Background: an optimization exercise with open tools, aiming at small area, a short achievable clock period and few clock cycles per item. Do not read the settings as production practice. Where RTL was checked, it was by simulation tests only, not by an equivalence proof against the original. No functional check of the RTL was part of runs 2 and 3. Power figures rest on the tool's default switching activity, not on a simulated workload.

## config.mk

```make
export PLATFORM = sky130hd
export DESIGN_NAME = booth_controller
export DESIGN_NICKNAME = booth_controller
export VERILOG_FILES = /design/flow/design.v
export SDC_FILE = /design/flow/constraint.sdc
export NUM_CORES = 4
export LEC_CHECK = 0
export CAP_MARGIN = 20
export CORE_MARGIN = 2
export CORE_UTILIZATION = 40
export SLEW_MARGIN = 20
```

## constraint.sdc

```tcl
create_clock -name core_clock -period 11.0 [get_ports {clk}]
set_input_delay 2.2000 -clock core_clock [delete_from_list [all_inputs] [get_ports {clk}]]
set_output_delay 2.2000 -clock core_clock [all_outputs]
set_load 0.01 [all_outputs]
```

## design.v

```verilog
module accumulator_store(input [35:0] in,input [15:0]Q,input [1:0]mode,
                          input clk,ld,clr,
								  output reg [35:0] out);
always @(posedge clk) begin 
case(mode)
2'b00:begin if(clr) out<= {3'b0,16'b0,Q,1'b0};
     else if(ld) out<=in;end 
2'b01: begin 
      if (clr) begin out[16:0]<= {8'b0,Q[7:0],1'b0};
                       out[35:17]<= {2'b0,8'b0,Q[15:8],1'b0};end  
     else if(ld)begin  out<=in;	end
									end 
2'b10:begin
    if (clr) begin out[8:0]<= {4'b0,Q[3:0],1'b0};
                       out[17:9]<= {4'b0,Q[7:4],1'b0};
							  out[26:18]<= {4'b0,Q[11:8],1'b0};
							  out[35:27]<= {4'b0,Q[15:12],1'b0};end  
     else if(ld) out<=in;
end 
endcase
end
endmodule
module booth_encoder(
input [1:0]mode,
    input [35:0]accum,
    input [15:0] M,
    output reg [15:0] M_out , 
	 output reg [3:0]flags
);
    always @(*) 
    begin
case(mode)
2'b00: begin
         case (accum[1:0])
            2'b00:begin M_out =0;  flags=4'b0000; end            
            2'b01:begin M_out = M; flags=4'b0000;end 
            2'b10:begin M_out = M; flags=4'b1111;end 
            2'b11:begin M_out =0;  flags=4'b0000; end                       
         endcase
        end 
2'b01:  begin 
            case (accum[18:17])
            2'b01:begin  M_out[15:8]=M[15:8] ;flags[3:2]=2'b00;end
            2'b10:begin  M_out[15:8]=M[15:8] ;flags[3:2]=2'b11;end
            default:begin  M_out[15:8]=8'b0 ;flags[3:2]=2'b00;end 
            endcase
            case(accum[1:0])
            2'b01:begin M_out[7:0]=M[7:0] ;flags[1:0]=2'b00;end 
            2'b10:begin M_out[7:0]=M[7:0] ;flags[1:0]=2'b11;end
            default:begin M_out[7:0]=8'b0;flags[1:0]=2'b00;end
            endcase 
         end   
2'b10:begin 
		 case (accum[28:27])
         2'b01:begin  M_out[15:12]=M[15:12] ;flags[3]=1'b0;end
         2'b10:begin  M_out[15:12]=M[15:12] ;flags[3]=1'b1;end
         default:begin M_out[15:12]=4'b0 ;flags[3]=1'b0;end 
         endcase
         case(accum[19:18])
         2'b01:begin  M_out[11:8]=M[11:8] ;flags[2]=1'b0;end
         2'b10:begin  M_out[11:8]=M[11:8] ;flags[2]=1'b1;end
         default:begin  M_out[11:8]=4'b0 ;flags[2]=1'b0;end 
         endcase
         case (accum[10:9])
         2'b01:begin  M_out[7:4]=M[7:4] ;flags[1]=1'b0;end
         2'b10:begin  M_out[7:4]=M[7:4] ;flags[1]=1'b1;end
         default:begin  M_out[7:4]=4'b0 ;flags[1]=1'b0;end 
         endcase
         case (accum[1:0])
         2'b01:begin  M_out[3:0]=M[3:0] ;flags[0]=1'b0;end
         2'b10:begin  M_out[3:0]=M[3:0] ;flags[0]=1'b1;end
         default:begin  M_out[3:0]=4'b0 ;flags[0]=1'b0;end 
         endcase
        end 
default:begin M_out=16'b0; flags=4'b0000; end
        endcase  
end
endmodule
module adder_subtractor(
    input [1:0] mode,
    input [35:0] Z,
    input [15:0] M_out,
	 input [3:0]flags ,
    output [15:0] sum,
    output [3:0] sext
);
    wire [15:0] A_mode_00, A_mode_01, A_mode_10;
    wire [15:0] A_selected;
    assign A_mode_00 = Z[32:17];
    assign A_mode_01 = {Z[33:26], Z[16:9]};
    assign A_mode_10 = {Z[35:32], Z[26:23], Z[17:14], Z[8:5]};
    mux_4bit mux(mode, A_mode_00, A_mode_01, A_mode_10,16'd0,A_selected);
	 adder_sub add_sb(flags,mode,A_selected,M_out,sum,sext);    
endmodule
module adder_sub (
     input [3:0] flags , 
	  input [1:0] mode,
    input [15:0] A,         
    input [15:0] B,         
    output [15:0] result,   
    output [3:0] sext       
);
    wire [15:0] B_xor;      
    wire [15:0] carry;      
	 wire cout;
    assign B_xor[3:0] = B[3:0] ^ {4{flags[0]}};  
	 assign B_xor[7:4] = B[7:4] ^ {4{flags[1]}};
	 assign B_xor[11:8] = B[11:8] ^ {4{flags[2]}};
	 assign B_xor[15:12] = B[15:12] ^ {4{flags[3]}};
    assign sext[0] = (A[3]==B_xor[3]) ? A[3] : result[3];
    assign sext[1] = (A[7]==B_xor[7]) ? A[7] : result[7];
    assign sext[2] = (A[11]==B_xor[11]) ? A[11] : result[11];
    assign sext[3] = (A[15]==B_xor[15]) ? A[15] : result[15];
    full_adder FA0 (.a(A[0]), .b(B_xor[0]), .cin(flags[0]), .sum(result[0]), .cout(carry[0]));
    full_adder FA1 (.a(A[1]), .b(B_xor[1]), .cin(carry[0]), .sum(result[1]), .cout(carry[1]));
    full_adder FA2 (.a(A[2]), .b(B_xor[2]), .cin(carry[1]), .sum(result[2]), .cout(carry[2]));
    full_adder_4_1st FA3 (.mode(mode),.flags(flags),.a(A[3]), .b(B_xor[3]), .cin(carry[2]), .sum(result[3]), .cout(carry[3]));
    full_adder FA4 (.a(A[4]), .b(B_xor[4]), .cin(carry[3]), .sum(result[4]), .cout(carry[4]));
    full_adder FA5 (.a(A[5]), .b(B_xor[5]), .cin(carry[4]), .sum(result[5]), .cout(carry[5]));
    full_adder FA6 (.a(A[6]), .b(B_xor[6]), .cin(carry[5]), .sum(result[6]), .cout(carry[6]));
    full_adder_8 FA7 (.mode(mode),.flags(flags),.a(A[7]), .b(B_xor[7]), .cin(carry[6]), .sum(result[7]), .cout(carry[7]));
    full_adder FA8 (.a(A[8]), .b(B_xor[8]), .cin(carry[7]), .sum(result[8]), .cout(carry[8]));
    full_adder FA9 (.a(A[9]), .b(B_xor[9]), .cin(carry[8]), .sum(result[9]), .cout(carry[9]));
    full_adder FA10 (.a(A[10]), .b(B_xor[10]), .cin(carry[9]), .sum(result[10]), .cout(carry[10]));
    full_adder_4_3rd FA11 (.mode(mode),.flags(flags),.a(A[11]), .b(B_xor[11]), .cin(carry[10]), .sum(result[11]), .cout(carry[11]));
    full_adder FA12 (.a(A[12]), .b(B_xor[12]), .cin(carry[11]), .sum(result[12]), .cout(carry[12]));
    full_adder FA13 (.a(A[13]), .b(B_xor[13]), .cin(carry[12]), .sum(result[13]), .cout(carry[13]));
    full_adder FA14 (.a(A[14]), .b(B_xor[14]), .cin(carry[13]), .sum(result[14]), .cout(carry[14]));
    full_adder FA15 (.a(A[15]), .b(B_xor[15]), .cin(carry[14]), .sum(result[15]), .cout(cout));  
endmodule
module full_adder (
    input a,            
    input b,            
    input cin,          
    output sum,         
    output cout         
);
    assign sum = a ^ b ^ cin;         
    assign cout = (a & b) | (b & cin) | (a & cin);  
endmodule
module full_adder_4_1st (
input [1:0]mode,
input [3:0]flags,
    input a,            
    input b,            
    input cin,          
    output sum,         
    output cout         
);
    assign sum = a ^ b ^ cin;         
   assign cout = (mode == 2'b10) ?flags[1]:(a & b) | (b & cin) | (a & cin);
endmodule
module full_adder_8 (
input [1:0]mode,
input [3:0]flags,
    input a,            
    input b,            
    input cin,          
    output sum,         
    output cout         
);
    assign sum = a ^ b ^ cin;         
   assign cout = (mode == 2'b00) ?(a & b) | (b & cin) | (a & cin):flags[2];
endmodule
module full_adder_4_3rd (
input [1:0]mode,
input [3:0]flags,
    input a,            
    input b,            
    input cin,          
    output sum,         
    output cout         
);
    assign sum = a ^ b ^ cin;         
   assign cout = (mode == 2'b10) ?flags[3]:(a & b) | (b & cin) | (a & cin);
endmodule
 module mux_4bit (input [1:0] mode,
	                  input [15:0]in1,in2,in3,in4,
							output [15:0] out);
assign	 out=(mode==2'b00)?in1:
             (mode==2'b01)?in2:
             (mode==2'b10)?in3:in4;
             endmodule 
module arithmetic_shifter( 
    input [35:0] Z,
	 input [15:0] sum,
	 input [3:0] sext,
	 input [1:0] mode,
    output[35:0] temp_accumulator 
);
 assign temp_accumulator = (mode==2'b00) ? {3'b0,sext[3],sum, Z[16:1]} :
                           (mode==2'b01) ? {2'b0,sext[3],sum[15:8],Z[25:18],sext[1],sum[7:0],Z[8:1]} :
									(mode==2'b10) ? {sext[3],sum[15:12],Z[31:28],sext[2],sum[11:8],Z[22:19],sext[1],sum[7:4],Z[13:10],sext[0],sum[3:0],Z[4:1]} :0;
endmodule
module counter(clk,mode,dec,clr,count_out);
input [1:0]mode;
input dec,clk,clr;
output reg [4:0] count_out;
always @(posedge clk)
begin
if(dec)count_out<=count_out-1;
else if(clr) begin
case(mode)
2'b00:count_out<=5'd16;
2'b01:count_out<=5'd8;
2'b10:count_out<=5'd4;
default:count_out<=5'd4;
endcase
end
else count_out<=count_out;
end 
endmodule 
module compare(mode,temp_accumulator,Z,count_out,eqz,result,accumulator);
input [1:0] mode;
input [4:0]count_out;
input [35:0]temp_accumulator ;
input [35:0]Z;
output reg[35:0] accumulator;
output reg[31:0] result ;
output reg eqz;
always @(*)
begin
eqz = (count_out == 5'd0);
if (eqz) accumulator = Z;
else accumulator = temp_accumulator;
case(mode)
2'b00:result={Z[32:1]};
2'b01:result={Z[33:18],Z[16:1]};
2'b10:result={Z[35:28],Z[26:19],Z[17:10],Z[8:1]};
default:result=32'd0;
endcase
end
endmodule 
module data_path(
input[1:0] mode,
    input clk,ld,clr,dec,clr_count,
    input [15:0] M,
    input [15:0] Q,
    output [31:0] result,
    output eqz
);
    wire[35:0] accumulator,temp_accumulator;       
	wire[35:0] Z;
	wire [4:0]count_out ;
	wire [15:0]sum;
	wire [15:0] M_out;
	wire [3:0]flags;
	wire [3:0]sext;
  accumulator_store dut0(accumulator,Q,mode, clk,ld,clr,Z);
  booth_encoder mux(mode,Z,M,M_out,flags);
  adder_subtractor dut1(mode,Z,M_out,flags ,sum,sext);
  arithmetic_shifter dut2(Z,sum,sext,mode,temp_accumulator);
  counter count(clk,mode,dec,clr_count,count_out);
  compare cmpr(mode,temp_accumulator,Z,count_out,eqz,result,accumulator);
 endmodule 
module control_path( 
    input clk,rst,eqz,
    input start,
    output reg ld,clr,dec,done,clr_count);
  reg [1:0] state;
  parameter S0=2'b00,S1=2'b01 , S2=2'b10,S3=2'b11;
  always @(posedge clk)
  begin
  if (rst) state<=S0;
  else
  case(state)
  S0:if(start)state<=S1;
  S1:state<=S2;
  S2:if (eqz)state<=S3; else state<=S2;
  S3:state<=S0;
  default : state<=S0;
  endcase
  end 
  always @(*)
  begin
  case(state)
  S0:begin ld=0;clr=0;dec=0;done=0;clr_count=0;end 
  S1:begin ld=0;clr=1;dec=0;clr_count=1;done=0;end
  S2:begin ld=1;clr=0;dec=1;clr_count=0;done=0;end
  default:begin ld=0;clr=0;dec=0;clr_count=0;done=1;end
  endcase 
  end 
	endmodule 
module booth_controller(
    input clk,
    input rst,
	 input [1:0] mode,
    input start,
    input [15:0] M,
    input [15:0] Q,
    output [31:0] result,
    output done
);
wire ld,clr,dec;
wire  clr_count;
wire eqz;
data_path uut0(mode, clk,ld,clr,dec,clr_count,M,Q,result,eqz);
control_path uut1(clk,rst,eqz,start,ld,clr,dec,done,clr_count);
endmodule 
```

## run.sh

```bash
#!/bin/bash
# synth_recipe.tcl (not shown) runs the flow's synth.tcl, then flattens the netlist and writes it again
# the make line also repeats each setting of config.mk as NAME=value (left out here)
make -C /OpenROAD-flow-scripts/flow DESIGN_CONFIG=/design/flow/config.mk WORK_HOME=/design/flow/orfs CLKGATE_MAP_FILE= SYNTH_SCRIPT=/design/flow/synth_recipe.tcl finish
```

==> results of run 1 <==
[power breakdown]
part	total (W)	switching, W	internal [W]
Sequential	0.000412	0.000113	0.000299
Combinational	0.000855	0.000477	0.000378
Clock	0.000199	0.0000690	0.000131
[logic make-up (layout without fill, tap and decap cells)]
group	after synthesis	count (layout)	share of synthesized area, %
multiplexers	33	33	7.338
AND/OR/NAND/NOR	204	204	20.36
adder cells (fa/ha/maj)	31	31	11.16
buffers and inverters	71	124	6.363
XOR/XNOR	10	10	2.193
AO/OA/AOI/OAI	183	183	25.07
flip-flops	43	43	27.51
[state kept, by name, indices dropped and copies added (netlist names)]
signal,cells
uut0.dut0.out,36
uut0.count.count_out,5
uut1.state,2
[worst max-delay path: cells and delay by family]
| family | cells | cell delay, ns |
|---|---|---|
| buffers and inverters | 3 | 0.67 |
| and+or+nand+nor | 3 | 0.30 |
| AOI/OAI and AO/OA | 6 | 1.24 |
| adders and majority gates | 15 | 5.73 |
| muxes | 2 | 0.58 |
[cells in the final DEF (no fill, tap or decap), drive strengths merged, types with 3 or more instances in the layout]
master,Yosys,final
nand2b,6,6
buf,21,23
and3,11,11
nor2b,13,13
ha,14,14
a22oi,22,22
edfxtp,41,41
a31oi,9,9
a21oi,54,54
nand2,73,73
a222oi,7,7
xnor2,8,8
mux2,7,7
o211ai,6,6
nand4,4,4
o22ai,11,11
a21o,3,3
nor2,55,55
clkdlybuf4s50,0,69
and2,10,10
o21ai,41,41
nor3,14,14
nand3,10,10
clkbuf,26,6
a211oi,14,14
fa,17,17
mux2i,26,26
inv,23,23
[how the worst max path moves through the flow]
stage	startpoint	to	slack, ns	cells after the start
after global routing	mode[0]	uut0.dut0.out[31]	0.04	30
after global placement	mode[0]	uut0.dut0.out[31]	-0.006	30
final	mode[0]	uut0.dut0.out[31]	0.39	29
after detailed placement	mode[0]	uut0.dut0.out[31]	-0.12	30
after floorplan	mode[0]	uut0.dut0.out[34]	0.62	31
after CTS	mode[0]	uut0.dut0.out[31]	0.12	30
[cell type report]
type                       count  area, um2
multi-input combinational    461       3083
sequential                    43       1271
inverter                      24      90.09
timing repair buffer          92      867.1
tap                          143      178.9
fill                        1078       5690
clock inverter                 2      60.06
clock buffer                   6      128.9
[routing by layer]
layer / wire, um / up-vias / track usage, %
li1: - / 2196 / -
met2: 7197 / 228 / 40.41
met4: 401 / 0 / 7.984
met3: 1080 / 36 / 3.266
met5: 0 / - / 0
met1: 6621 / 2223 / 32.45
[per-stage QoR]
step | cells | hold slack (ns) | instance area, um2 | utilization, % | total power, W
after global routing | 771 | 0.6010 | 5679 | 49.95 | 0.001574
after CTS | 771 | 0.5770 | 5653 | 49.72 | 0.001454
after global placement | 763 | 0.5373 | 5464 | 48.06 | 0.001237
after floorplan | 575 | 0.5136 | 4621 | - | 0.0009668
after detailed placement | 763 | 0.5726 | 5464 | 48.06 | 0.001251
final | 771 | 0.5698 | 5679 | 49.95 | 0.001466
[timing repair]
item,4_1_cts,5_1_grt
hold endpoints to repair,0,0
gates resized for setup,0,6
setup endpoints to repair,0,6
==> flow_summary.json, run 1 <==
{
  "cts_tree": "yes",
  "routed-via-count": 4683,
  "leakage_nw": 2.133,
  "synth_edf_count": 41,
  "r2r-end": "uut0.dut0.out[31]",
  "worstHoldEndpoint": "uut1.state[0]",
  "slowest_delay_ns": 0.52,
  "area.growth.synth_to_final_pct": 22.91,
  "cts_made_buffers": 5,
  "finalCriticalPeriod_ns": 10.61,
  "antenna_found_initial": 0,
  "setup_tns_ns": 0,
  "ys_seq_area_share_pct": 27.51,
  "clock.fmax_mhz": 94.22,
  "dp.final_hpwl_mm": 10.73,
  "syn_avg_cell_area_um2": 8.036,
  "cts_sinks": 43,
  "ys_warn_count": 5,
  "syn_nets": 643,
  "netlist_area_um2": 4621,
  "max_slew_margin_pct": 36.69,
  "htreeDepth": 2,
  "hp-start": "uut1.state[0]",
  "finClkSkew_ns": 0.008733,
  "whs_path_depth": 2,
  "ys_top_cells_by_count": "72 x nand2_1, 55 x nor2_1, 54 x a21oi_1, 41 x edfxtp_1, 41 x o21ai_0",
  "die_h_um": 111.5,
  "rows": 39,
  "nNetsFinal": 695,
  "critPathKind": "primary input to register",
  "period_share_pct": 96.48,
  "hp-class": "register to register",
  "drv_slew": 0,
  "cp_common_cell": "fa_1",
  "synth_top_flop_cell": "edfxtp_1",
  "syn_inst": 575,
  "cts_root_buf": "clkbuf_16",
  "grt_use_total_pct": 24.15,
  "gp_congestion": 0.9146,
  "synth_top_area_cell": "edfxtp_1",
  "worst-path-max-fanout": 4,
  "end_kind": "register",
  "status": "no timing/DRC/antenna violations",
  "post-place-ws_ns": -0.1223,
  "grt_pass1_wl_mm": 24.33,
  "grt_max_degree": 49,
  "powerDensity_nw_per_um2": 258.2,
  "critPathRequiredTime_ns": 11.13,
  "ff2ff_setup_slack_ns": 2.36,
  "timing.rr.start": "uut0.dut0.out[1]",
  "final_layout_size_suffix_gt1_share_pct": 7.803,
  "startpoint_type": "primary input",
  "yosysTopAreaCellShare_pct": 26.65,
  "insertion_delay_ns": 0.29,
  "overflow": 0,
  "io_pins": 70,
  "drt-total-wl_mm": 15.30,
  "drc": 0,
  "drt-pass1-iter-count": 6,
  "fin_ws_ns": 0.3867,
  "ir_drop_v": 0.0001563,
  "ys_seq_elements": 43,
  "n_antenna_cell": 0,
  "cap_viol_max_count": 0,
  "grt_pass1_vias": 4588,
  "tightestPinTransition_ns": 0.9464,
  "post_drt_wl_per_cell_um": 19.84,
  "initial_utilization_pct": 40.64,
  "yosysUniqueCellTypes": 56,
  "synth_area_leaders": "edfxtp_1 27%, fa_1 7.4%, a21oi_1 5.8%",
  "ff2ff_path_depth": 27,
  "drt-initial-drc-count": 493,
  "crit_arrival_ns": 10.75,
  "die-area_um2": 12430,
  "design.core.area_um2": 11370,
  "clk_pin_slew_ns": 0.07,
  "hold_violations": 0,
  "drtAntennaViolNets": 0,
  "synth_most_common_cell": "nand2_1",
  "synthArstFlopShare_pct": 0,
  "rsz0062_at_grt": "no",
  "slowest_stage": "clkdlybuf4s50_1",
  "cts_hold_buffers": 0,
  "via_per_inst": 6.074,
  "dieWidth_um": 111.5,
  "portBuffers": 69,
  "setup_viol": 0,
  "post_cts_buffers": 0,
  "cts_buffer_depth": 2
}
Testbench counts, summed over its fixed seeds: cycles 53,276, items 4,000.
==> run 2: changes to the inputs <==
==> design.v (replaced) <==
module booth_controller(
    input clk,
    input rst,
    input [1:0] mode,
    input start,
    input [15:0] M,
    input [15:0] Q,
    output [31:0] result,
    output done
);
  reg [31:0] z;
  reg [3:0]  pb;       
  reg        busy;
  reg [2:0]  cnt;
  wire m2 = mode[1];
  wire m1 = mode[0];
  wire m0 = ~mode[1] & ~mode[0];
  wire [3:0] lb = {m2, ~m0, m2, 1'b1};
  wire [31:0] zi = m0 ? {16'b0, Q} :
                   m1 ? {8'b0, Q[15:8], 8'b0, Q[7:0]} :
                        {4'b0, Q[15:12], 4'b0, Q[11:8], 4'b0, Q[7:4], 4'b0, Q[3:0]};
  wire [31:0] zc = busy ? z : zi;
  wire [3:0]  pc = busy ? pb : 4'b0;
  wire [3:0] q1 = {zc[25], zc[17], zc[9], zc[1]};
  wire [3:0] q0 = {zc[24], zc[16], zc[8], zc[0]};
  wire [3:0] r_one = q0 ^ pc;
  wire [3:0] r_two = (q1 & ~q0 & ~pc) | (~q1 & q0 & pc);
  wire [3:0] r_neg = q1;
  wire [3:0] one, two, neg;
  assign one[0] = r_one[0];  assign two[0] = r_two[0];  assign neg[0] = r_neg[0];
  assign one[1] = m2 ? r_one[1] : r_one[0];
  assign two[1] = m2 ? r_two[1] : r_two[0];
  assign neg[1] = m2 ? r_neg[1] : r_neg[0];
  assign one[2] = m0 ? r_one[0] : r_one[2];
  assign two[2] = m0 ? r_two[0] : r_two[2];
  assign neg[2] = m0 ? r_neg[0] : r_neg[2];
  assign one[3] = m2 ? r_one[3] : m1 ? r_one[2] : r_one[0];
  assign two[3] = m2 ? r_two[3] : m1 ? r_two[2] : r_two[0];
  assign neg[3] = m2 ? r_neg[3] : m1 ? r_neg[2] : r_neg[0];
  wire [15:0] A;
  assign A[3:0]   = m0 ? zc[19:16] : m1 ? zc[11:8] : zc[7:4];
  assign A[7:4]   = m0 ? zc[23:20] : zc[15:12];
  assign A[11:8]  = m2 ? zc[23:20] : zc[27:24];
  assign A[15:12] = zc[31:28];
  wire [15:0] Ms = {M[14:12], M[11] & ~lb[3], M[10:8], M[7] & ~lb[2],
                    M[6:4], M[3] & ~lb[1], M[2:0], 1'b0};
  wire [15:0] P;
  genvar j;
  generate
    for (j = 0; j < 16; j = j + 1) begin : g_pp
      assign P[j] = ((one[j/4] & M[j]) | (two[j/4] & Ms[j])) ^ neg[j/4];
    end
  endgenerate
  wire [4:0] c;
  wire [15:0] S;
  wire [3:0] e0, e1;    
  assign c[0] = neg[0];
  generate
    for (j = 0; j < 4; j = j + 1) begin : g_blk
      wire [4:0] t = {1'b0, A[4*j+3:4*j]} + {1'b0, P[4*j+3:4*j]} + {4'b0, (j == 0) ? c[0] : (lb[j] ? neg[j] : c[j])};
      assign S[4*j+3:4*j] = t[3:0];
      assign c[j+1] = t[4];
      wire as = A[4*j+3];
      wire ps = ((one[j] | two[j]) & M[4*j+3]) ^ neg[j];
      assign e0[j] = as ^ ps ^ t[4];
      assign e1[j] = as ^ ps ^ ((as & ps) | (as & t[4]) | (ps & t[4]));
    end
  endgenerate
  wire [31:0] zn = m0 ? {e1[3], e0[3], S[15:2], S[1:0], zc[15:2]} :
                   m1 ? {e1[3], e0[3], S[15:10], S[9:8], zc[23:18],
                         e1[1], e0[1], S[7:2], S[1:0], zc[7:2]} :
                        {e1[3], e0[3], S[15:14], S[13:12], zc[27:26],
                         e1[2], e0[2], S[11:10], S[9:8], zc[19:18],
                         e1[1], e0[1], S[7:6], S[5:4], zc[11:10],
                         e1[0], e0[0], S[3:2], S[1:0], zc[3:2]};
  always @(posedge clk) begin
    z  <= zn;
    pb <= q1;
  end
  wire last = (cnt == 3'd0);
  always @(posedge clk) begin
    if (rst) busy <= 1'b0;
    else if (busy) busy <= ~last;
    else busy <= start;
    if (busy) cnt <= cnt - 3'd1;
    else cnt <= m0 ? 3'd7 : m1 ? 3'd3 : 3'd1;
  end
  assign result = z;
  assign done = busy & last;
endmodule
==> flow_summary.json, run 2 <==
{
  "leakage_nw": 1.774,
  "grt_max_degree": 77,
  "finClkSkew_ns": 0.01838,
  "placed_area_um2": 4050,
  "powerDensity_nw_per_um2": 201.5,
  "clock.fmax_mhz": 115.1,
  "post-place-ws_ns": 1.976,
  "routed-via-count": 2913,
  "htreeDepth": 2,
  "hp-class": "register to register",
  "top_layer": "met4",
  "fin_cells": 541,
  "antenna_found_initial": 0,
  "top_register": "z",
  "insertion_delay_ns": 0.31,
  "io_pins": 70,
  "synth_area_leaders": "dfxtp_1 24%, fa_1 8.4%, mux2i_1 5.4%",
  "dp_cells": 533,
  "reg_top3": "z x32, pb x4, cnt x3",
  "dp.final_hpwl_mm": 6.802,
  "drt-pass1-iter-count": 4,
  "period_share_pct": 78.96,
  "synth_edf_count": 0,
  "finalCriticalPeriod_ns": 8.685,
  "startpoint_type": "primary input",
  "cts_made_buffers": 5,
  "met1_length_mm": 4.005,
  "critPathKind": "primary input to register",
  "initial_utilization_pct": 40.89,
  "synth_compound_area_share_pct": 25.34,
  "cts_buffer_depth": 2,
  "drc": 0,
  "max_slew_margin_pct": 37.53,
  "end_kind": "register",
  "syn_nets": 441,
  "ys_seq_area_share_pct": 23.95,
  "status": "no timing/DRC/antenna violations",
  "synth_top_area_cell": "dfxtp_1",
  "met3_length_um": 538,
  "worst-path-max-fanout": 25,
  "synthArstFlopShare_pct": 0,
  "syn_inst": 376,
  "ir_drop_v": 0.00009754,
  "die-area_um2": 9105,
  "netlist_area_um2": 3343,
  "overflow": 0,
  "dr_wl_met2_mm": 4.153,
  "post_drt_wl_per_cell_um": 16.27,
  "yosys.area_share.simple_pct": 13.14,
  "synth_most_common_cell": "nand2_1",
  "cts_sinks": 40,
  "final_layout_size_suffix_gt1_share_pct": 9.174,
  "synth-xor-area-share_pct": 9.693,
  "grt_pass1_wl_mm": 14.40,
  "cts_root_buf": "clkbuf_8",
  "gp_congestion": 0.8145,
  "critPathRequiredTime_ns": 11.24,
  "syn_avg_cell_area_um2": 8.892,
  "rsz0062_at_grt": "no",
  "drv_slew": 0,
  "drt-total-wl_mm": 8.802,
  "rows": 33,
  "ctsResizeCount": 0,
  "via_per_inst": 5.384,
  "synth_top_flop_cell": "dfxtp_1",
  "drt-initial-drc-count": 148,
  "synth_top_family_by_area": "compound AO/OA/AOI/OAI gates",
  "fin_ws_ns": 2.315,
  "portBuffers": 69,
  "final_common_cell": "clkdlybuf4s50_1",
  "nNetsFinal": 500,
  "yosysUniqueCellTypes": 57,
  "yosysTopAreaCellShare_pct": 23.95,
  "design_area_um2": 4172,
  "design.core.area_um2": 8175,
  "grt_pass1_vias": 2872,
  "utilization_pct": 51.03,
  "setup_tns_ns": 0,
  "tightestPinTransition_ns": 0.9341,
  "drtAntennaViolNets": 0,
  "post_cts_buffers": 0,
  "die_h_um": 95.42,
  "cap_viol_max_count": 0,
  "synthAdderAreaFrac_pct": 13.62,
  "n_antenna_cell": 0,
  "hold_violations": 0,
  "clk_pin_slew_ns": 0.08,
  "mostFrequentLayoutCells": "69 x clkdlybuf4s50_1, 42 x nand2_1, 39 x dfxtp_1",
  "ys_warn_count": 1,
  "setup_viol": 0,
  "crit_arrival_ns": 8.93,
  "largest_reg_flops": 32,
  "cts_hold_buffers": 0,
  "cts_tree": "yes",
  "synthMuxAreaShare_pct": 7.859,
  "grt_use_total_pct": 20.45,
  "ys_top_cells_by_count": "42 x nand2_1, 40 x dfxtp_1, 22 x a21oi_1, 22 x nor2_1",
  "area.growth.synth_to_final_pct": 24.78,
  "dieWidth_um": 95.42,
  "ys_seq_elements": 40
}
-- run 2: cell count changes after synthesis, sizes merged, moves of 12 or more --
cell    change
a21oi      -29
dfxtp      +38
o21ai      -14
clkbuf     -16
nor2       -32
edfxtp     -41
nor3       -13
xnor2      +12
xor2       +16
nand2      -30
-- run 2: per-stage QoR --
stage | hold WS, ns | total power (W)
floorplan | 0.3663 | 0.0005281
global placement | 0.3759 | 0.0007141
detailed placement | 0.3935 | 0.0007150
CTS | 0.4141 | 0.0008496
global route | 0.4357 | 0.0009083
finish | 0.4061 | 0.0008406
-- run 2: metal layers --
| metal | vias to the layer above | GRT usage (%) |
|---|---|---|
| li1 | 1443 | - |
| met1 | 1381 | 27.94 |
| met2 | 82 | 33.80 |
| met3 | 7 | 2.846 |
| met4 | 0 | 5.714 |
| met5 | - | 0 |
-- run 2: worst paths after layout --
check / startpoint / endpoint / slack [ns] / depth (start not counted)
max reg2reg: busy / z[30] / 3.75 / 28
min: cnt[0] / cnt[0] / 0.41 / 1
max: mode[0] / z[30] / 2.31 / 26
min reg2reg: cnt[0] / cnt[0] / 0.41 / 1
-- run 2: kinds of logic (layout without fill, tap and decap cells) --
group / count (synthesis) / after routing
multiplexers: 25 / 25
XOR/XNOR: 37 / 37
adder cells (fa/ha/maj): 28 / 28
AO/OA/AOI/OAI: 113 / 113
flip-flops: 40 / 40
AND/OR/NAND/NOR: 94 / 94
buffers and inverters: 39 / 99
-- run 2: layout make-up --
type	instances	area (um2)
Fill cell	800	4004
Multi-Input combinational cell	297	2328
Sequential cell	40	802.0
Timing Repair Buffer	73	720.7
Tap cell	105	131.4
Clock buffer	6	82.58
Inverter	18	67.56
Clock inverter	2	38.79
-- run 2: worst max-delay path, cell delays in order --
cell	delay, ns
clkdlybuf4s50_1	1.08
o21ai_0	0.18
and2_1	0.24
fa_1	0.47
a21o_1	0.17
a21o_1	0.19
o21ai_0	0.20
fa_1	0.24
fa_1	0.21
inv_1	0.05
a21o_1	0.16
a21oi_1	0.33
mux2_2	0.24
fa_1	0.15
inv_1	0.06
fa_1	0.40
a21o_1	0.18
a21oi_1	0.36
a21o_1	0.19
fa_1	0.15
inv_1	0.06
fa_1	0.40
a21o_1	0.19
a21oi_1	0.27
fa_1	0.46
inv_1	0.06
-- run 2: power by group --
group / leakage, nW / switching, W / internal (W) / total [W]
combinational: 1.38 / 0.000227 / 0.000235 / 0.000461
sequential: 0.337 / 0.0000477 / 0.000201 / 0.000249
clock: 0.0614 / 0.0000563 / 0.0000742 / 0.000131
==> run 3: changes to the inputs <==
--- a/config.mk
+++ b/config.mk
@@ -5,7 +5,9 @@
 export SDC_FILE = /design/flow/constraint.sdc
 export NUM_CORES = 4
 export LEC_CHECK = 0
+export ABC_CLOCK_PERIOD_IN_PS = 3000
 export CAP_MARGIN = 20
 export CORE_MARGIN = 2
 export CORE_UTILIZATION = 40
+export SETUP_SLACK_MARGIN = 5
 export SLEW_MARGIN = 20
==> flow_summary.json, run 3 <==
{
  "share_seq_of_total_power_pct": 28.5,
  "timing.rr.start": "busy",
  "netlist_area_um2": 3343,
  "synth_most_common_cell": "nand2_1",
  "largest_reg_flops": 32,
  "ys_warn_count": 1,
  "synth_edf_count": 0,
  "hold_violations": 0,
  "gp_congestion": 0.8190,
  "dp_cells": 534,
  "top_register": "z",
  "ys_seq_area_share_pct": 23.95,
  "rows": 33,
  "ff2ff_setup_slack_ns": 4.89,
  "drtAntennaViolNets": 0,
  "clock.fmax_mhz": 138.9,
  "r2r-end": "z[30]",
  "seq_area_um2": 802.0,
  "multi_input_area_um2": 2436,
  "cts_buffer_depth": 2,
  "final_layout_size_suffix_gt1_share_pct": 20.86,
  "comb_power_share_pct": 60.6,
  "overflow": 0,
  "final_common_cell": "clkdlybuf4s50_1",
  "die-area_um2": 9105,
  "dieWidth_um": 95.42,
  "cts_root_buf": "clkbuf_8",
  "syn_avg_cell_area_um2": 8.892,
  "synth_top_area_cell": "dfxtp_1",
  "io_pins": 70,
  "cts_sinks": 40,
  "max_slew_margin_pct": 48.40,
  "slowest_delay_ns": 0.47,
  "post_drt_wl_per_cell_um": 16.76,
  "cts_hold_buffers": 0,
  "setup.worst_path.start": "Q[0]",
  "grt_pass1_vias": 2939,
  "switchingPower_w": 0.0003607,
  "utilization_pct": 55.16,
  "n_fill_cell": 780,
  "worstHoldEndpoint": "cnt[0]",
  "clk_pin_slew_ns": 0.08,
  "cts_made_buffers": 5,
  "setup_tns_ns": 0,
  "worst-path-max-fanout": 4,
  "rsz0062_at_grt": "yes",
  "cap_viol_max_count": 0,
  "whs_path_depth": 1,
  "syn_inst": 376,
  "htreeDepth": 2,
  "drt-total-wl_mm": 9.554,
  "dp.final_hpwl_mm": 6.916,
  "grt_pass1_wl_mm": 14.94,
  "design_area_um2": 4509,
  "routed-via-count": 3055,
  "synth_top_flop_cell": "dfxtp_1",
  "grt_use_total_pct": 21.32,
  "antenna_found_initial": 0,
  "intPower_w": 0.0005296,
  "ys_seq_elements": 40,
  "drc": 0,
  "design.core.area_um2": 8175,
  "setup_viol": 0,
  "ff2ff_path_depth": 27,
  "initial_utilization_pct": 40.89,
  "reg_top3": "z x32, pb x4, cnt x3",
  "hp-start": "cnt[0]",
  "slowest_stage": "fa_1",
  "ys_top_cells_by_count": "42 x nand2_1, 40 x dfxtp_1, 22 x a21oi_1, 22 x nor2_1",
  "grt_max_degree": 40,
  "end_kind": "register",
  "n_antenna_cell": 0,
  "portBuffers": 69,
  "placed_area_um2": 4104,
  "drv_slew": 0,
  "leakage_nw": 1.948,
  "powerDensity_nw_per_um2": 197.4,
  "insertion_delay_ns": 0.30,
  "tightestPinTransition_ns": 0.7740,
  "via_per_inst": 5.360,
  "fin_cells": 570,
  "ir_drop_v": 0.0001368,
  "nNetsFinal": 530,
  "finalCriticalPeriod_ns": 7.199,
  "critPathRequiredTime_ns": 11.20,
  "status": "no timing/DRC/antenna violations",
  "drt-initial-drc-count": 131,
  "synth_area_leaders": "dfxtp_1 24%, fa_1 8.4%, mux2i_1 5.4%",
  "cts_tree": "yes",
  "period_share_pct": 65.44,
  "yosysTopAreaCellShare_pct": 23.95,
  "hp-class": "register to register",
  "crit_arrival_ns": 7.39,
  "syn_nets": 441,
  "finClkSkew_ns": 0.009612,
  "critPathKind": "primary input to register",
  "synthArstFlopShare_pct": 0,
  "area.growth.synth_to_final_pct": 34.88,
  "die_h_um": 95.42,
  "yosysUniqueCellTypes": 57,
  "startpoint_type": "primary input",
  "drt-pass1-iter-count": 4,
  "clkPwrFrac_pct": 10.9,
  "mostFrequentLayoutCells": "64 x clkdlybuf4s50_1, 42 x nand2_1, 39 x dfxtp_1",
  "total_power_w": 0.0008903,
  "switching_share_pct": 40.51
}
[run 3: cell counts after synthesis]
No cell type changed its count.
[run 3: routing by layer]
metal,wire length (um),track usage (%),up-vias
met5,0,0,-
met4,170,5.238,0
met3,513,3.241,15
met2,4424,34.62,94
met1,4446,29.77,1452
li1,-,-,1494
[run 3: per-stage QoR]
stage | worst slack (ns) | hold WS [ns]
final | 3.801 | 0.3982
after global routing | 3.620 | 0.4290
after CTS | 3.699 | 0.4004
after detailed placement | 2.712 | 0.3817
after global placement | 2.787 | 0.3751
after floorplan | 3.598 | 0.3663
[run 3: cell families (layout without fill, tap and decap cells)]
logic type               count (synthesis)  after routing  synth area share [%]
adder cells (fa/ha/maj)                 28             28                 13.62
XOR/XNOR                                37             37                 9.693
flip-flops                              40             40                 23.95
AO/OA/AOI/OAI                          113            113                 25.34
AND/OR/NAND/NOR                         94             94                 13.14
multiplexers                            25             25                 7.859
buffers and inverters                   39            128                 6.400
[run 3: what timing repair did]
| action | CTS | global route |
|---|---|---|
| pin swaps | 28 | 24 |
| gates resized for setup | 38 | 5 |
| setup buffers | 20 | 8 |
| gates cloned | 1 | 0 |
| setup endpoints to repair | 14 | 13 |
[run 3: worst max path at each step]
stage	slack, ns	endpoint	cells after the start
3_5_place_dp	2.71	z[30]	28
5_1_grt	3.62	z[30]	28
2_1_floorplan	3.60	z[30]	27
3_3_place_gp	2.79	z[30]	26
6_report	3.80	z[30]	29
4_1_cts	3.70	z[30]	28
[run 3: power groups by stage]
stage          combinational (W)  clock [W]  sequential, W
5_1_grt                 0.000591   0.000105       0.000263
4_1_cts                 0.000520   0.000100       0.000255
3_5_place_dp            0.000476          0       0.000258
3_3_place_gp            0.000475          0       0.000257
6_report                0.000540  0.0000967       0.000254
2_1_floorplan           0.000278          0       0.000264
[run 3: layout make-up]
class,count,area share (%)
Clock buffer,6,1.609
Clock inverter,1,0.1110
Inverter,18,1.498
Multi-Input combinational cell,297,54.02
Sequential cell,40,17.79
Tap cell,105,2.913
Timing Repair Buffer,103,22.06
[run 3: critical path: cells and delay by family]
| kind | cells | cell delay [ns] |
|---|---|---|
| adders and majority gates | 8 | 2.61 |
| xor gates and xnor gates | 1 | 0.14 |
| and+or+nand+nor | 1 | 0.37 |
| muxes | 1 | 0.26 |
| buffers and inverters | 6 | 0.51 |
| AOI/OAI and AO/OA | 12 | 1.29 |
==> run 4: changes to the inputs <==
--- a/design.v
+++ b/design.v
@@ -83,8 +83,8 @@
     else if (busy) busy <= ~last;
     else busy <= start;
     if (busy) cnt <= cnt - 3'd1;
-    else cnt <= m0 ? 3'd7 : m1 ? 3'd3 : 3'd1;
+    else cnt <= m0 ? 3'd6 : m1 ? 3'd2 : 3'd0;
   end
-  assign result = z;
+  assign result = zn;
   assign done = busy & last;
 endmodule
--- a/config.mk
+++ b/config.mk
@@ -5,9 +5,7 @@
 export SDC_FILE = /design/flow/constraint.sdc
 export NUM_CORES = 4
 export LEC_CHECK = 0
-export ABC_CLOCK_PERIOD_IN_PS = 3000
 export CAP_MARGIN = 20
 export CORE_MARGIN = 2
 export CORE_UTILIZATION = 40
-export SETUP_SLACK_MARGIN = 5
 export SLEW_MARGIN = 20
==> flow_summary.json, run 4 <==
{
  "cts_tree": "yes",
  "hp-class": "register to register",
  "clk_pin_slew_ns": 0.08,
  "synth_top_flop_cell": "dfxtp_1",
  "dieWidth_um": 95.42,
  "gp_congestion": 0.9273,
  "utilization_pct": 52.51,
  "cap_viol_max_count": 0,
  "synth_area_leaders": "dfxtp_1 24%, fa_1 8.4%, mux2i_1 5.4%",
  "io_pins": 70,
  "ys_seq_elements": 40,
  "ys_warn_count": 1,
  "ff2ff_path_depth": 27,
  "critPathRequiredTime_ns": 8.80,
  "switching_share_pct": 39.50,
  "largest_reg_flops": 32,
  "die-area_um2": 9105,
  "antenna_found_initial": 0,
  "post_drt_wl_per_cell_um": 16.71,
  "comb_power_share_pct": 59.1,
  "grt_pass1_vias": 2960,
  "insertion_delay_ns": 0.29,
  "mostFrequentLayoutCells": "68 x clkdlybuf4s50_1, 41 x nand2_1, 39 x dfxtp_1",
  "finalCriticalPeriod_ns": 10.66,
  "setup.worst_path.start": "Q[1]",
  "syn_avg_cell_area_um2": 8.892,
  "grtUsageMet1_pct": 27.67,
  "finClkSkew_ns": 0.007815,
  "hold_violations": 0,
  "period_share_pct": 96.91,
  "tightestPinTransition_ns": 0.7185,
  "ir_drop_v": 0.0001190,
  "synth_most_common_cell": "nand2_1",
  "synthArstFlopShare_pct": 0,
  "routed-via-count": 2966,
  "share_seq_of_total_power_pct": 26.2,
  "cts_hold_buffers": 0,
  "slowest_stage": "clkdlybuf4s50_1",
  "startpoint_type": "primary input",
  "clock.fmax_mhz": 93.81,
  "rows": 33,
  "overflow": 0,
  "die_h_um": 95.42,
  "powerDensity_nw_per_um2": 213.2,
  "cts_buffer_depth": 2,
  "grt_max_degree": 58,
  "portBuffers": 69,
  "initial_utilization_pct": 40.89,
  "worst-path-max-fanout": 8,
  "drtAntennaViolNets": 0,
  "top_register": "z",
  "ys_top_cells_by_count": "41 x nand2_1, 40 x dfxtp_1, 22 x a21oi_1, 22 x nor2_1",
  "netlist_area_um2": 3343,
  "grt-busiest-layer": "met2",
  "cts_root_buf": "clkbuf_8",
  "timing.rr.start": "busy",
  "n_antenna_cell": 0,
  "end_kind": "output pin",
  "cts_sinks": 40,
  "crit_arrival_ns": 8.46,
  "reg_top3": "z x32, pb x4, cnt x3",
  "switchingPower_w": 0.0003615,
  "max_slew_margin_pct": 51.60,
  "nNetsFinal": 512,
  "via_per_inst": 5.363,
  "placed_area_um2": 4135,
  "n_fill_cell": 778,
  "rsz0062_at_grt": "no",
  "clkPwrFrac_pct": 14.7,
  "cts_made_buffers": 5,
  "yosysUniqueCellTypes": 57,
  "drt-total-wl_mm": 9.242,
  "syn_nets": 441,
  "status": "no timing/DRC/antenna violations",
  "critPathKind": "primary input to output pin",
  "area.growth.synth_to_final_pct": 28.41,
  "design_area_um2": 4293,
  "total_power_w": 0.0009151,
  "design.core.area_um2": 8175,
  "synth_top_area_cell": "dfxtp_1",
  "drt-initial-drc-count": 161,
  "grt_util_met3_pct": 3.083,
  "hold_ws_ns": 0.4171,
  "drt-pass1-iter-count": 4,
  "synth_edf_count": 0,
  "grt_use_met2_pct": 35.97,
  "htreeDepth": 2,
  "intPower_w": 0.0005536,
  "yosysTopAreaCellShare_pct": 23.95,
  "dp.final_hpwl_mm": 7.197,
  "drc": 0,
  "grt_use_total_pct": 21.08,
  "leakage_nw": 1.838,
  "whs_path_depth": 1,
  "grt_pass1_wl_mm": 14.82,
  "slowest_delay_ns": 0.49,
  "ys_seq_area_share_pct": 23.95,
  "final_layout_size_suffix_gt1_share_pct": 12.72,
  "final_common_cell": "clkdlybuf4s50_1",
  "hp-start": "cnt[0]",
  "drv_slew": 0,
  "syn_inst": 376,
  "setup_viol": 0
}
[run 4: cell families (layout without fill, tap and decap cells)]
kind of cell | after synthesis | count (layout) | synth area share [%]
and+or+nand+nor | 94 | 94 | 13.21
buffers and inverters | 39 | 111 | 6.325
adders and majority gates | 28 | 28 | 13.62
DFF | 40 | 40 | 23.95
xor gates and xnor gates | 37 | 37 | 9.693
AOI/OAI and AO/OA | 113 | 113 | 25.34
muxes | 25 | 25 | 7.859
[run 4: layer usage]
layer  share of wire, %  wire (um)
met1                 46       4245
met2                 47       4377
met3                4.8        443
met4                1.9        176
met5                  0          0
[run 4: layout make-up]
class	instances	area [um2]	share of cell area (%)
clock buffer	7	96.34	2.244
sequential	40	802.0	18.68
clock inverter	1	30.03	0.6995
inverter	18	67.56	1.574
timing repair buffer	85	817.0	19.03
multi-input combinational	297	2349	54.71
tap	105	131.4	3.060
[run 4: per-stage QoR]
step,setup WS [ns],std cells,TNS [ns]
CTS,0.003997,552,0
global placement,0.04490,544,0
detailed placement,-0.1620,544,-0.1620
floorplan,0.7771,376,0
global route,0.05071,553,0
finish,0.3404,553,0
[run 4: critical path: cells and delay by family]
kind                     cells  cell delay [ns]
buffers and inverters        6             1.40
XOR/XNOR                     1             0.14
adder cells (fa/ha/maj)      8             2.62
AO/OA/AOI/OAI               12             1.33
AND/OR/NAND/NOR              1             0.48
multiplexers                 1             0.27
[run 4: repair_timing]
item	4_1_cts	5_1_grt
setup endpoints to repair	1	2
pin swaps	0	2
resized for setup	4	4
buffers inserted	0	1
[run 4: power by group through the flow]
| stage | Sequential (W) | Clock, W | Combinational (W) |
|---|---|---|---|
| finish | 0.000239 | 0.000135 | 0.000541 |
| global route | 0.000245 | 0.000144 | 0.000594 |
| CTS | 0.000239 | 0.000138 | 0.000540 |
| detailed placement | 0.000242 | 0 | 0.000532 |
| global placement | 0.000242 | 0 | 0.000530 |
| floorplan | 0.000227 | 0 | 0.000323 |
[run 4: final timing paths]
path	to	slack [ns]
setup / recovery	result[31]	0.34
hold / removal	cnt[0]	0.42
setup reg to reg	z[30]	4.92
hold reg to reg	cnt[0]	0.42
Testbench counts of run 4, summed over its fixed seeds: cycles 18,638, items 4,000.

==> what the ideal ports hide <==
No port has a modelled driver above. Below, the same layouts with a new extraction and two added sets of constraints.
Step 1: set_driving_cell puts a clkbuf_16 on clk and a buf_2 on each other input, an assumption about the parent block.
Step 2 also shifts input and output timing later by t, the mid clock arrival at the registers, as if the neighbouring blocks saw the same clock.
Slacks: no drivers / after step 1 / after step 2; pairs: no drivers / after step 1.
run | shift t [ns] | setup WS [ns] | worst setup path after step 2 | clock arrival spread, ns | worst register clock-pin slew, ns
run 1 | 0.323 | 0.387 / 0.402 / 0.079 | input to register | 0.009 / 0.009 | 0.07 / 0.07
run 2 | 0.330 | 2.315 / 2.314 / 1.984 | input to register | 0.019 / 0.018 | 0.09 / 0.09
run 3 | 0.326 | 3.801 / 3.798 / 3.472 | input to register | 0.010 / 0.010 | 0.08 / 0.08
run 4 | 0.318 | 0.340 / 0.310 / 0.310 | input to output | 0.007 / 0.008 | 0.08 / 0.08
After both steps every run listed still meets setup and hold. The setup slack of run 2, which loses most, moves by -0.001 ns with the drivers and by -0.331 ns with both steps.
